This design comes from an exercise in tuning for small area on the open sky130 flow, not from production work. The RTL was checked by simulation tests, not by an equivalence proof against the original design. No activity file was given, so power comes from the tool's default toggle rates.

==> flow/design.v, too long to show whole: its modules and the start of the top module <==
// module field_map: 41 lines
// module piece_sequence: 50 lines
// module piece_digits: 597 lines
// module block_offset: 123 lines
// module fall_time: 48 lines
// module wall_kicks: 58 lines
// module scoring: 78 lines
// module binary_to_bcd: 80 lines
// module increment_bcd: 82 lines
// module tetris_game: 923 lines
module tetris_game( input clk_in,
                    input reset_in,
                    input select_in,
                    input pause_in,
                    input up_in,
                    input down_in,
                    input left_in,
                    input right_in,
                    input rotate_in,
                    input hard_drop_in,
                    input soft_drop_in,
                    input hold_in,
                    output logic [5:0] game_state,
                    output logic pause_bgm,
                    output logic [1:0] sound_effect,
                    output logic start_blink,
                    output logic pause_select,
                    output logic game_over_select,
                    output logic write_enable,
                    output logic [8:0] square_write_addr,
                    output logic [3:0] write_color,
                    output logic flash_enable,
                    output logic [8:0] flash_addr,
                    output logic flash,
                    output logic speck_enable,
                    output logic [8:0] speck_addr,
                    output logic speck,
                    output logic [2:0] next_block_color,
                    output logic [2:0] hold_block_color,
                    output logic [31:0] score_bcd,
                    output [31:0] level_bcd,
                    output [31:0] lines_bcd
    );
  // ...
==> flow/run.sh <==
#!/bin/bash
# synth_recipe.tcl (not shown) runs the flow's synth.tcl, then flattens the netlist and writes it again
# the make line also repeats each setting of config.mk as NAME=value (left out here)
make -C /OpenROAD-flow-scripts/flow DESIGN_CONFIG=/design/flow/config.mk WORK_HOME=/design/flow/orfs CLKGATE_MAP_FILE= SYNTH_SCRIPT=/design/flow/synth_recipe.tcl finish
==> flow/config.mk <==
export PLATFORM = sky130hd
export DESIGN_NAME = tetris_game
export DESIGN_NICKNAME = tetris_game
export VERILOG_FILES = /design/flow/design.v
export SDC_FILE = /design/flow/constraint.sdc
export NUM_CORES = 4
export LEC_CHECK = 0
export CAP_MARGIN = 35
export CORE_MARGIN = 2
export CORE_UTILIZATION = 30
export CTS_BUF_LIST = sky130_fd_sc_hd__clkbuf_8
export CTS_CLUSTER_DIAMETER = 60
export CTS_CLUSTER_SIZE = 10
export PLACE_DENSITY = 0.42
export SETUP_SLACK_MARGIN = 0.2
export SLEW_MARGIN = 35
export SYNTH_MEMORY_MAX_BITS = 16384
==> flow/constraint.sdc <==
create_clock -name core_clock -period 10.0 [get_ports {clk_in}]
set_input_delay 2.0000 -clock core_clock [delete_from_list [all_inputs] [get_ports {clk_in}]]
set_output_delay 2.0000 -clock core_clock [all_outputs]
set_load 0.01 [all_outputs]
==> impl_metrics.tcl, run 1 <==
set metrics [dict create \
    status "complete, no violations" \
    die-area_um2 262000 \
    yosysTopAreaCellShare_pct 24.5 \
    pre_cts_slack_ns 2.82 \
    clockRootBuffer "clkbuf_8" \
    cp_common_cell "ha_1" \
    antenna-diode-count 17 \
    multi_input_area_um2 45100 \
    drive_gt1_share_pct 8.87 \
    pg_seq_uw 6410 \
    met1Wirelength_um 190000 \
    grt_pass1_wl_um 640000 \
    hpwlAfterDp_um 343000 \
    leakagePower_uw 0.0298 \
    ys_seq_elements 1162 \
    synth_top_area_cell "edfxtp_1" \
    crit_path_end_kind "register" \
    seq_area_frac_synth_pct 38.2 \
    drcViolationCount 0 \
    hp-start "seq_rd[1]" \
    post-place-cells 12408 \
    grt_util_all_layers_pct 34.2 \
    critPathTopFamily "adder cells" \
    grt_max_degree 114 \
    top_layer "met5" \
    drtIter0Drc 11755 \
    min_period_over_period_pct 71.2 \
    p_int_uw 10300 \
    final_cell_mix "nor2_1, nand2_1, a21oi_1" \
    clkCellAreaFrac_pct 3.66 \
    synth_most_common_cell "nor2_1" \
    wire_per_inst_um 36.8 \
    maxSlewViolCount 0 \
    p_clk_share_pct 20.6 \
    ys_top_cells_by_area "edfxtp_1, dfxtp_1, nor2_1, ha_1, a21oi_1" \
    p_switching_uw 8920 \
    clk_pin_slew_ns 0.08 \
    cp-startpoint "old_level[2]" \
    final_common_cell "nor2_1" \
    largest_cell_class "multi-input combinational cells" \
    path_max_fanout 12 \
    num_rows 186 \
    min_path_cells 0 \
    synth_mux_area_share_pct 2.72 \
    met2_length_um 197000 \
]
==> run 2: changes to the inputs <==
--- a/flow/config.mk
+++ b/flow/config.mk
@@ -10,5 +10,2 @@
 export CORE_UTILIZATION = 30
-export CTS_BUF_LIST = sky130_fd_sc_hd__clkbuf_8
-export CTS_CLUSTER_DIAMETER = 60
-export CTS_CLUSTER_SIZE = 10
 export PLACE_DENSITY = 0.42
==> run 2 against run 1 <==
Global-route usage hardly changed. Sequential share of layout area decreased by 0.64 points. Clock-buffer cell count increased by 15. Final area is 1.9% higher. Clock power grew 39%. Highest routed layer unchanged. Routed wire length fell by 0.15%. Worst hold slack worse by 0.0058 ns.
==> impl_metrics.tcl, run 2 <==
set metrics [dict create \
    drv_cap 0 \
    p_int_uw 11700 \
    vias_per_cell 6.42 \
    die-area_um2 262000 \
    drtIter0Drc 11923 \
    ys_top_cells_by_area "edfxtp_1, dfxtp_1, nor2_1, ha_1, a21oi_1" \
    path_max_fanout 12 \
    cts.sinks 1162 \
    tns_ns 0 \
    drcViolationCount 0 \
    yosys_warnings 13 \
    yosysTopAreaCellShare_pct 24.5 \
    seq_area_frac_synth_pct 38.2 \
    status "complete, no violations" \
    final_cell_mix "nor2_1, nand2_1, a21oi_1" \
    die_w_um 512 \
    grt_pass1_wl_um 639000 \
    fin_skew_ns 0.0494 \
    setup_viol 0 \
    wire_per_inst_um 36.8 \
    worstPathArrival_ns 7.87 \
    antenna_found_initial 34 \
    maxSlewViolCount 0 \
    holdCritPathClass "reg2reg" \
    p_clk_share_pct 26.5 \
    leakagePower_uw 0.0304 \
    dieHeight_um 512 \
    synth_common_cells "nor2_1, nand2_1, a21oi_1, edfxtp_1, o21ai_0" \
    pwr-share-seq_pct 30.9 \
    synth_most_common_cell "nor2_1" \
    cp-startpoint "old_level[2]" \
    synth_top_area_cell "edfxtp_1" \
    cts_setup_buffers 0 \
    clockRootBuffer "clkbuf_16" \
    reg2reg_depth 27 \
    hold_viol_final 0 \
    yosysUniqueCellTypes 95 \
    grt_max_degree 114 \
    nNetsFinal 9533 \
    tritoncts "yes" \
    synth_area_um2 77500 \
    numCtsBuffers 149 \
    wl_um 467000 \
    start_kind "register" \
    async_flop_share_pct 0 \
    drive_gt1_share_pct 8.84 \
    start_util_pct 30.2 \
    num_rows 186 \
    avgSynthCellArea_um2 8.37 \
    via_count 81485 \
    crit_type "reg2reg" \
    synth_edf_count 631 \
    syn_inst 9255 \
    min_period_over_period_pct 71.2 \
    placeableCoreArea_um2 257000 \
    r2r_slack_ns 2.88 \
    swShare_pct 43.7 \
    cts_hold_buf 0 \
    hpwlAfterDp_um 343000 \
    crit_path_end_kind "register" \
    p_switching_uw 9090 \
    maxSlewHeadroom_pct 17.0 \
    min_period_ns 7.12 \
    regMostFlops "field.cells" \
    drt_first_pass_iters 9 \
    cts_buffer_depth 3 \
    ir_worst_vdd_mv 0.193 \
    cts.repair.resized 0 \
    portBuffers 139 \
    clkLatencyLatePin_ns 0.82 \
    num_io_pins 162 \
    fmax_mhz 140 \
    reg2reg_from "old_level[2]" \
    synthFlopType "edfxtp_1" \
    r2r-end "scoring1.score[23]" \
    grt_overflow 0 \
    ys_seq_elements 1162 \
    worst_pin_slew_ns 1.24 \
    hp-start "seq_rd[2]" \
    ant_nets 0 \
    power_per_cell_area_nw_per_um2 235 \
    htreeDepth 4 \
    rsz0062_at_grt "false" \
    cp.required_ns 10.74 \
    largest_register_ffs 630 \
    power.total_uw 20800 \
    min_to "next_block_color[2]" \
    grt_util_all_layers_pct 34.2 \
    min_path_cells 0 \
    grt_pass1_vias 77089 \
    comb_power_share_pct 42.6 \
    place_congestion 1.07 \
    final_common_cell "nor2_1" \
    area_growth_pct 14.4 \
    clk_pin_slew_ns 0.06 \
]
==> run 2: stage by stage <==
stage          area (µm²)  utilization (%)  setup slack (ns)  hold WS (ns)  std cells
2_1_floorplan       77600                -              3.52         0.310       9276
3_3_place_gp        83400             32.4              2.69         0.322      12405
3_5_place_dp        83600             32.5              2.82         0.322      12408
4_1_cts             88500             34.4              2.82         0.339      12672
5_1_grt             88600             34.5              2.20         0.339      12676
6_report            88600             34.5              2.88         0.332      12691
==> run 2: cell type report <==
class / count / area [µm²]
clock buffer: 191 / 4060
sequential: 1162 / 29600
antenna: 16 / 40.0
fill: 26956 / 168000
timing repair buffer: 452 / 3850
tap: 3384 / 4230
clock inverter: 73 / 817
multi-input combinational: 7150 / 45100
inverter: 263 / 987
==> run 2: power groups by stage <==
| stage | clock network [µW] | registers (µW) | logic, µW |
|---|---|---|---|
| after global routing | 5760 | 6480 | 9380 |
| final | 5510 | 6420 | 8860 |
| after global placement | 0 | 6510 | 8530 |
| after detailed placement | 0 | 6510 | 8580 |
| after floorplan | 0 | 6340 | 5030 |
| after CTS | 5580 | 6410 | 8630 |
==> run 2: kinds of logic (layout without fill, tap and decap cells) <==
logic type                 count (synthesis)  count (layout)  synth area share (%)
AOI/OAI and AO/OA                       2866            2866                  24.4
xor gates and xnor gates                 256             256                  2.97
adders and majority gates                343             343                  5.95
buffers and inverters                    964             979                  4.90
DFF                                     1162            1162                  38.2
muxes                                    165             165                  2.72
other                                      1              38               0.00484
and+or+nand+nor                         3498            3498                  20.8
==> run 2: worst max-delay path by stage <==
stage / endpoint / slack, ns / depth (start not counted)
2_1_floorplan: scoring1.score[23] / 3.52 / 28
3_3_place_gp: scoring1.score[23] / 2.69 / 27
3_5_place_dp: scoring1.score[23] / 2.82 / 28
4_1_cts: scoring1.score[23] / 2.82 / 27
5_1_grt: scoring1.score[23] / 2.20 / 28
6_report: scoring1.score[23] / 2.88 / 27
==> run 2: routing by layer <==
metal / vias up / GRT usage [%] / part of all wire [%]
li1: 34617 / - / -
met1: 40545 / 44.8 / 41
met2: 5097 / 50.2 / 42
met3: 1200 / 10.2 / 11
met4: 26 / 18.4 / 6.5
met5: - / 0.0183 / 0.037
==> run 2: critical path, cell delays in order (launching register included) <==
cell and delay [ns]:
dfxtp_1 0.58, nand2_1 0.14, fa_1 0.56, inv_1 0.05, fa_1 0.48, ha_1 0.29
a21o_1 0.17, a21oi_1 0.21, xnor2_1 0.25, ha_1 0.31, ha_1 0.28, inv_1 0.05
fa_1 0.50, inv_1 0.05, ha_1 0.31, a21oi_1 0.14, o21bai_1 0.10, a21o_1 0.18
a21oi_1 0.17, xnor2_1 0.14, o22ai_1 0.11, ha_1 0.40, nand3_1 0.09, a2111o_1 0.34
a311oi_1 0.49, nor2_1 0.15, or3_1 0.37, a21oi_1 0.14

[what the ideal ports hide]
No port has a modelled driver above. Below, the same layouts with a new extraction and two added sets of constraints. Step 1, drivers: a clkbuf_16 drives clk_in and a buf_2 each remaining input, both assumed. Step 2 times the ports against the registers' clock, not the clock port: input delays grow and output delays shrink by t, the midpoint of the rising clock arrivals with the driver on. Three values: no drivers, after step 1, after step 2; two values: the first two.
run	t, ns	setup WS [ns]	hold WS [ns]
run 1	1.034	2.875 / 2.875 / 2.875	0.338 / 0.338 / 0.338
run 2	0.893	2.876 / 2.876 / 2.876	0.332 / 0.332 / 0.332
After both steps every run listed still meets setup and hold.
